This is an optimization exercise on Yosys and OpenROAD, whose aim is small area, a short achievable clock period and few clock cycles per item, not a production implementation. Function was checked by simulation only, so behaviour that the tests miss may differ from the original. Power and IR drop assume default switching activity.

## flow/design.v (module list and top-level ports; edited modules follow where they fit)
// module mmult: 1635 lines
module mmult(
    input clk,
    input reset_n,
    input enable,
    input [0:9*8-1] A_mat,
    input [0:9*8-1] B_mat,
    output valid,
    output reg [0:9*17-1] C_mat
);
  // ...
==> flow/flow/run.sh <==
#!/bin/bash
# Standard layout, with these changes: Yosys's "abc -fast" pre-pass is skipped
# (so the full adders extract with clean polarity), the port buffers are the
# smallest plain buffer instead of the delay buffer buffer_ports picks, and
# timing repair aims for 6.7 ns of setup slack instead of 0.
export SYNTH_ARGS=-noabc
export BUFFER_PORTS_ARGS="-buffer_cell sky130_fd_sc_hd__buf_1"
export SETUP_SLACK_MARGIN=6.7
bash standard.sh > standard.log 2>&1
==> flow/standard.sh <==
#!/bin/bash
# synth_recipe.tcl (not shown) runs the flow's synth.tcl, then flattens the netlist and writes it again
# the make line also repeats each setting of config.mk as NAME=value (left out here)
make -C /OpenROAD-flow-scripts/flow DESIGN_CONFIG=/design/flow/config.mk WORK_HOME=/design/flow/orfs CLKGATE_MAP_FILE= SYNTH_SCRIPT=/design/flow/synth_recipe.tcl "${@:-finish}"
==> flow/config.mk <==
export PLATFORM = sky130hd
export DESIGN_NAME = mmult
export DESIGN_NICKNAME = mmult
export VERILOG_FILES = /design/flow/design.v
export SDC_FILE = /design/flow/constraint.sdc
export NUM_CORES = 4
export LEC_CHECK = 0
export CAP_MARGIN = 20
export CORE_MARGIN = 2
export CORE_UTILIZATION = 40
export CTS_CLUSTER_DIAMETER = 150
export CTS_CLUSTER_SIZE = 20
export SLEW_MARGIN = 20
==> flow/constraint.sdc <==
create_clock -name core_clock -period 11.0 [get_ports {clk}]
set_input_delay 2.2000 -clock core_clock [delete_from_list [all_inputs] [get_ports {clk}]]
set_output_delay 2.2000 -clock core_clock [all_outputs]
set_load 0.01 [all_outputs]
==> flow_results.xml, run 1 <==
<?xml version="1.0" encoding="UTF-8"?>
<metrics>
  <group name="status">
    <metric name="result_of_the_run" unit="">timing/DRC/antenna clean</metric>
  </group>
  <group name="logic_synthesis">
    <metric name="synth-seq-area-share" unit="">0.229</metric>
    <metric name="cell_area_synth" unit="um^2">27200</metric>
    <metric name="synth_async_sr_flop_share" unit="">0</metric>
    <metric name="netlist-cell-type-count" unit="">68</metric>
    <metric name="average_size_of_a_mapped_cell" unit="um^2">9.41</metric>
  </group>
  <group name="timing">
    <metric name="timing.final.crit_period" unit="ns">4.21</metric>
    <metric name="final.hold.worst_slack" unit="ns">0.461</metric>
    <metric name="postLayoutSetupSlackWorst" unit="ns">6.79</metric>
    <metric name="timing.slew.headroom" unit="">0.356</metric>
  </group>
  <group name="global_routing">
    <metric name="groute.layer.met3.usage" unit="">0.0420</metric>
    <metric name="global_route.overflow_total" unit="">0</metric>
    <metric name="grtUsageTotal" unit="">0.229</metric>
  </group>
  <group name="power_and_ir_drop">
    <metric name="power.sequential.total" unit="W">0.00147</metric>
    <metric name="power.density_cell_area" unit="nW/um^2">279</metric>
    <metric name="sw_power" unit="W">0.00425</metric>
  </group>
  <group name="cells_and_area">
    <metric name="top_register" unit="">C_mat</metric>
    <metric name="dominant-cell-class" unit="">multi-input gates</metric>
    <metric name="nMultiInputCombCells" unit="">2380</metric>
    <metric name="sh_seq_area" unit="">0.205</metric>
    <metric name="layout.cell_area.non_filler" unit="um^2">30500</metric>
  </group>
  <group name="route">
    <metric name="drt_wl_total" unit="um">80500</metric>
    <metric name="routed-wl-met3" unit="um">6090</metric>
    <metric name="first_iter_violations" unit="">1393</metric>
  </group>
  <group name="die">
    <metric name="initial_core_util" unit="">0.404</metric>
    <metric name="die_x" unit="um">265</metric>
  </group>
  <group name="critical_path">
    <metric name="cp_cell_sequence" unit="">buf_8 &gt; nor2_1 &gt; fa_1 &gt; fa_1 &gt; fa_1 &gt; fa_1 &gt; ha_2 &gt; and3_1 &gt; and2_1 &gt; nand2_1 &gt; nor4_4 &gt; o31a_1 &gt; nor3_2</metric>
    <metric name="critPathMaxFanout" unit="">24</metric>
    <metric name="timing.critical_path.slowest_cell_delay" unit="ns">0.57</metric>
    <metric name="timing.critical_path.from_type" unit="">register</metric>
    <metric name="worst_path_slowest_cell" unit="">fa_1</metric>
  </group>
  <group name="clock_network">
    <metric name="cts.path.max_buffers" unit="">3</metric>
    <metric name="postCtsHoldBufs" unit="">0</metric>
    <metric name="numCtsBuffers" unit="">18</metric>
    <metric name="cts_repair_resize_count" unit="">42</metric>
  </group>
</metrics>
Testbench counts, summed over its fixed seeds: cycles 2,048, items 512.
==> inputs of run 2 (changes only) <==
--- a/flow/design.v
+++ b/flow/design.v
@@ -1622,14 +1622,14 @@
     always @(posedge clk) begin
         if (load) begin
             A <= ~A_mat;
             B <= ~B_mat;
             cnt <= 2'd0;
             C_mat <= 153'd0;
         end else begin
             A <= {A[8:23], 8'hff, A[32:47], 8'hff, A[56:71], 8'hff};
-            B[0:47] <= B[24:71];
+            B <= {B[24:71], 24'hffffff};
             if (!valid) cnt <= cnt + 2'd1;
             C_mat <= {c00_s, c01_s, c02_s, c10_s, c11_s, c12_s, c20_s, c21_s, c22_s};
         end
     end
 endmodule
==> flow_results.xml, run 2 <==
<?xml version="1.0" encoding="UTF-8"?>
<metrics>
  <group name="route">
    <metric name="drt_wl_total" unit="um">81200</metric>
    <metric name="routed-via-count" unit="">21500</metric>
    <metric name="detail_route.drc_violations" unit="">0</metric>
    <metric name="post_drt_via_cell_ratio" unit="">5.40</metric>
    <metric name="drt_antenna_net_count" unit="">0</metric>
    <metric name="avgRoutedWirePerCell" unit="um">20.4</metric>
    <metric name="first_iter_violations" unit="">1334</metric>
    <metric name="detailedRoute.firstPassIterationCount" unit="">5</metric>
  </group>
  <group name="timing">
    <metric name="timing.final.crit_period" unit="ns">4.21</metric>
    <metric name="fmaxAchievable" unit="MHz">238</metric>
    <metric name="finalClockSkew" unit="ns">0.0308</metric>
    <metric name="timing.final.setup_violations" unit="">0</metric>
    <metric name="grt_setup_unrepaired" unit="">yes</metric>
    <metric name="timing.slew.headroom" unit="">0.334</metric>
    <metric name="final.hold.worst_slack" unit="ns">0.442</metric>
    <metric name="final-max-slew-violation-count" unit="">0</metric>
    <metric name="final.period_utilization" unit="">0.382</metric>
    <metric name="tightest_slew" unit="ns">0.999</metric>
    <metric name="setup_tns" unit="ns">0</metric>
    <metric name="hold_viol_final" unit="">0</metric>
  </group>
  <group name="worst_hold_path">
    <metric name="hold_path_class" unit="">reg2reg</metric>
    <metric name="hold_path_depth" unit="">2</metric>
    <metric name="worst_hold_path.endpoint" unit="">B[17]</metric>
    <metric name="worstHoldStart" unit="">B[41]</metric>
  </group>
  <group name="logic_synthesis">
    <metric name="yosys.area.top_type_share" unit="">0.329</metric>
    <metric name="synth-main-ff-cell" unit="">dfxtp_1</metric>
    <metric name="average_size_of_a_mapped_cell" unit="um^2">9.33</metric>
    <metric name="syn_nets" unit="">3682</metric>
    <metric name="most_frequent_cells_after_synthesis" unit="">nor2_1, fa_1, dfxtp_1</metric>
    <metric name="postSynthCellCount" unit="">2877</metric>
    <metric name="cell_area_synth" unit="um^2">26800</metric>
    <metric name="synth_async_sr_flop_share" unit="">0</metric>
    <metric name="synth.top_cells.by_area" unit="">fa_1, dfxtp_1, nor2_1</metric>
    <metric name="netlist-cell-type-count" unit="">63</metric>
    <metric name="ys_seq_elements" unit="">299</metric>
    <metric name="synth_edf_count" unit="">0</metric>
    <metric name="synth-seq-area-share" unit="">0.223</metric>
    <metric name="synth_warnings" unit="">1</metric>
    <metric name="yosysMostFrequentCell" unit="">nor2_1</metric>
    <metric name="netlist.top_cell.by_area" unit="">fa_1</metric>
  </group>
  <group name="place">
    <metric name="place_inst" unit="">3935</metric>
    <metric name="placed_cell_area" unit="um^2">28800</metric>
    <metric name="finalWeightedCongestion" unit="">0.913</metric>
    <metric name="half_perimeter_wire_length_of_the_detailed_placement_result" unit="um">60200</metric>
    <metric name="numPortBuffers" unit="">300</metric>
  </group>
  <group name="clock_network">
    <metric name="cts.reportedPaths.clkPinSlew" unit="ns">0.10</metric>
    <metric name="insertion_delay" unit="ns">0.57</metric>
    <metric name="numCtsBuffers" unit="">18</metric>
    <metric name="postCtsHoldBufs" unit="">0</metric>
    <metric name="clock_sink_count" unit="">299</metric>
    <metric name="ctsRootBufferMaster" unit="">clkbuf_16</metric>
    <metric name="clock_tree_from_tritoncts" unit="">built</metric>
    <metric name="cts_htree_levels" unit="">1</metric>
    <metric name="cts.path.max_buffers" unit="">3</metric>
  </group>
  <group name="global_routing">
    <metric name="groute.layer.met3.usage" unit="">0.0409</metric>
    <metric name="grt_antenna_before_repair" unit="">2</metric>
    <metric name="global_route_wire_length_before_repair" unit="um">125000</metric>
    <metric name="global_route.usage.met2" unit="">0.377</metric>
    <metric name="grtUsageTotal" unit="">0.228</metric>
    <metric name="grt_max_degree" unit="">111</metric>
    <metric name="grt.busiest_layer" unit="">met2</metric>
    <metric name="grt_pass1_vias" unit="">22200</metric>
    <metric name="global_route.overflow_total" unit="">0</metric>
    <metric name="grt_use_met1" unit="">0.313</metric>
  </group>
  <group name="job">
    <metric name="max_cap_viol_count" unit="">0</metric>
  </group>
  <group name="cells_and_area">
    <metric name="biggestRegsByFlops" unit="">C_mat: 153 flops, A: 72 flops, B: 72 flops</metric>
    <metric name="most-common-layout-cells" unit="">nor2_1, fa_1, buf_1</metric>
    <metric name="largest_register_ffs" unit="">153</metric>
    <metric name="fraction_of_layout_instances_using_a_drive_strength_above_1" unit="">0.0517</metric>
    <metric name="n_antenna_cell" unit="">0</metric>
    <metric name="top_register" unit="">C_mat</metric>
    <metric name="area.growth.synth_to_final" unit="%">12.4</metric>
    <metric name="layout.cell_area.non_filler" unit="um^2">30200</metric>
    <metric name="nNetsFinal" unit="">3922</metric>
    <metric name="layout.cells.most_common" unit="">nor2_1</metric>
    <metric name="finish.utilization" unit="">0.456</metric>
    <metric name="layoutNonFillerInstCount" unit="">3981</metric>
  </group>
  <group name="critical_path">
    <metric name="data_required_critical_path" unit="ns">11.49</metric>
    <metric name="timing.critical_path.from_type" unit="">register</metric>
    <metric name="cp_cell_sequence" unit="">buf_2 &gt; nor2_1 &gt; fa_1 &gt; fa_1 &gt; fa_1 &gt; fa_1 &gt; ha_2 &gt; and3_2 &gt; a41o_1 &gt; a221o_1 &gt; a21oi_2 &gt; mux2i_1</metric>
    <metric name="worst_reg2reg_path_startpoint" unit="">B[17]</metric>
    <metric name="ff2ff_setup_slack" unit="ns">6.79</metric>
    <metric name="cp_common_cell" unit="">fa_1</metric>
    <metric name="timing.critical_path.arrival" unit="ns">4.70</metric>
    <metric name="worst_path_slowest_cell" unit="">fa_1</metric>
    <metric name="worst_r2r_endpoint" unit="">C_mat[136]</metric>
    <metric name="startpoint" unit="">B[17]</metric>
    <metric name="critPathMaxFanout" unit="">7</metric>
    <metric name="worst_case_reg_to_reg_path_depth" unit="">12</metric>
    <metric name="timing.critical_path.slowest_cell_delay" unit="ns">0.51</metric>
    <metric name="crit_path_end_kind" unit="">register</metric>
    <metric name="timing_worst_setup_path_type" unit="">reg2reg</metric>
  </group>
  <group name="die">
    <metric name="initial_core_util" unit="">0.406</metric>
    <metric name="fp-row-count" unit="">94</metric>
    <metric name="die_h" unit="um">263</metric>
    <metric name="die_x" unit="um">263</metric>
    <metric name="io_pins" unit="">301</metric>
    <metric name="die-area" unit="um^2">69200</metric>
    <metric name="placeableCoreArea" unit="um^2">66100</metric>
  </group>
  <group name="power_and_ir_drop">
    <metric name="power.density_cell_area" unit="nW/um^2">275</metric>
    <metric name="vdd_ir_drop_max" unit="uV">131</metric>
    <metric name="power.leakage" unit="nW">13.5</metric>
  </group>
  <group name="status">
    <metric name="result_of_the_run" unit="">timing/DRC/antenna clean</metric>
  </group>
</metrics>
==> run 2: changes by cell type after synthesis, sizes merged, moves of 8 or more <==
cell	delta
a211o	-8
a211oi	+21
a21o	+9
dfxtp	+24
edfxtp	-24
inv	-33
nand2	+28
nand3	-8
o21a	+8
o21ai	+15
o21bai	+12
==> run 2: per-stage QoR <==
stage | setup slack (ns) | power, W
after floorplan | 6.73 | 0.00603
after CTS | 6.68 | 0.00814
after detailed placement | 6.05 | 0.00737
final | 6.79 | 0.00830
after global routing | 6.62 | 0.00920
after global placement | 6.09 | 0.00736
==> run 2: cell families after synthesis <==
kind of cell	Yosys count	synth area share
simple gates	1121	0.166
fa+ha+maj	658	0.430
compound gates	520	0.121
mux	12	0.00448
xor+xnor	93	0.0304
flops	299	0.223
buf+inv	174	0.0244
==> run 2: how the worst max path moves through the flow <==
stage | to | slack [ns] | cells past startpoint
2_1_floorplan | C_mat[136] | 6.73 | 13
3_3_place_gp | C_mat[136] | 6.09 | 12
3_5_place_dp | C_mat[136] | 6.05 | 12
4_1_cts | C_mat[136] | 6.68 | 13
5_1_grt | C_mat[136] | 6.62 | 13
6_report | C_mat[136] | 6.79 | 12
==> run 2: final cells by class <==
cell class | count | area [um^2]
clock buffers | 19 | 454
clock inverters | 1 | 30.0
fillers | 6524 | 35900
inverters | 18 | 67.6
multi-input cells | 2404 | 20400
flip-flops and latches | 299 | 6030
well taps | 864 | 1080
repair buffers | 376 | 2140
==> run 2: routing by layer <==
metal  share of wire  routed length (um)
met1            0.44               36000
met3           0.067                5470
met4           0.022                1810
met5         0.00025                  20
met2            0.47               37800
==> run 2: repair_timing <==
item	CTS	global route
gates cloned	0	7
setup endpoints to repair	51	40
setup buffers	4	15
resized for setup	46	99
pin swaps	0	4
==> run 2: report_power, final <==
part	switching [W]	leakage, nW	internal (W)
Sequential	0.000208	2.49	0.00128
Clock	0.000405	0.234	0.000300
Combinational	0.00355	10.8	0.00256
==> run 2: critical path: cells and delay by family (launching register included) <==
family / cells / cell delay, ns
fa+ha+maj: 5 / 2.21
compound gates: 3 / 0.78
flops: 1 / 0.44
simple gates: 2 / 0.30
buf+inv: 1 / 0.22
mux: 1 / 0.17
Testbench counts of run 2, summed over its fixed seeds: cycles 2,048, items 512.

afterwards: timing with drivers on the ports:
In the flow no input, the clock included, has a driving cell. The finished layouts below were timed again as built, in two steps. Step 1, drivers: a clkbuf_16 drives clk and a buf_2 each remaining input, both assumed. Step 2 moves the port delays by t, midway between the first and last clock arrival at a register: inputs arrive t later, outputs are due t later. That takes back most of the time a late clock gives input paths. Three values: no drivers, after step 1, after step 2; two values: the first two.
run | shift t [ns] | setup slack, ns | worst register clock-pin slew, ns | worst slew at a driven data input, ns
run 1 | 0.607 | 6.785 / 6.785 / 6.503 | 0.11 / 0.11 | 0.06
run 2 | 0.613 | 6.794 / 6.794 / 6.346 | 0.10 / 0.10 | 0.06
After both steps setup and hold are still met in every run listed. The setup slack of run 2, which loses most, moves by 0.000 ns with the drivers and by -0.448 ns with both steps.
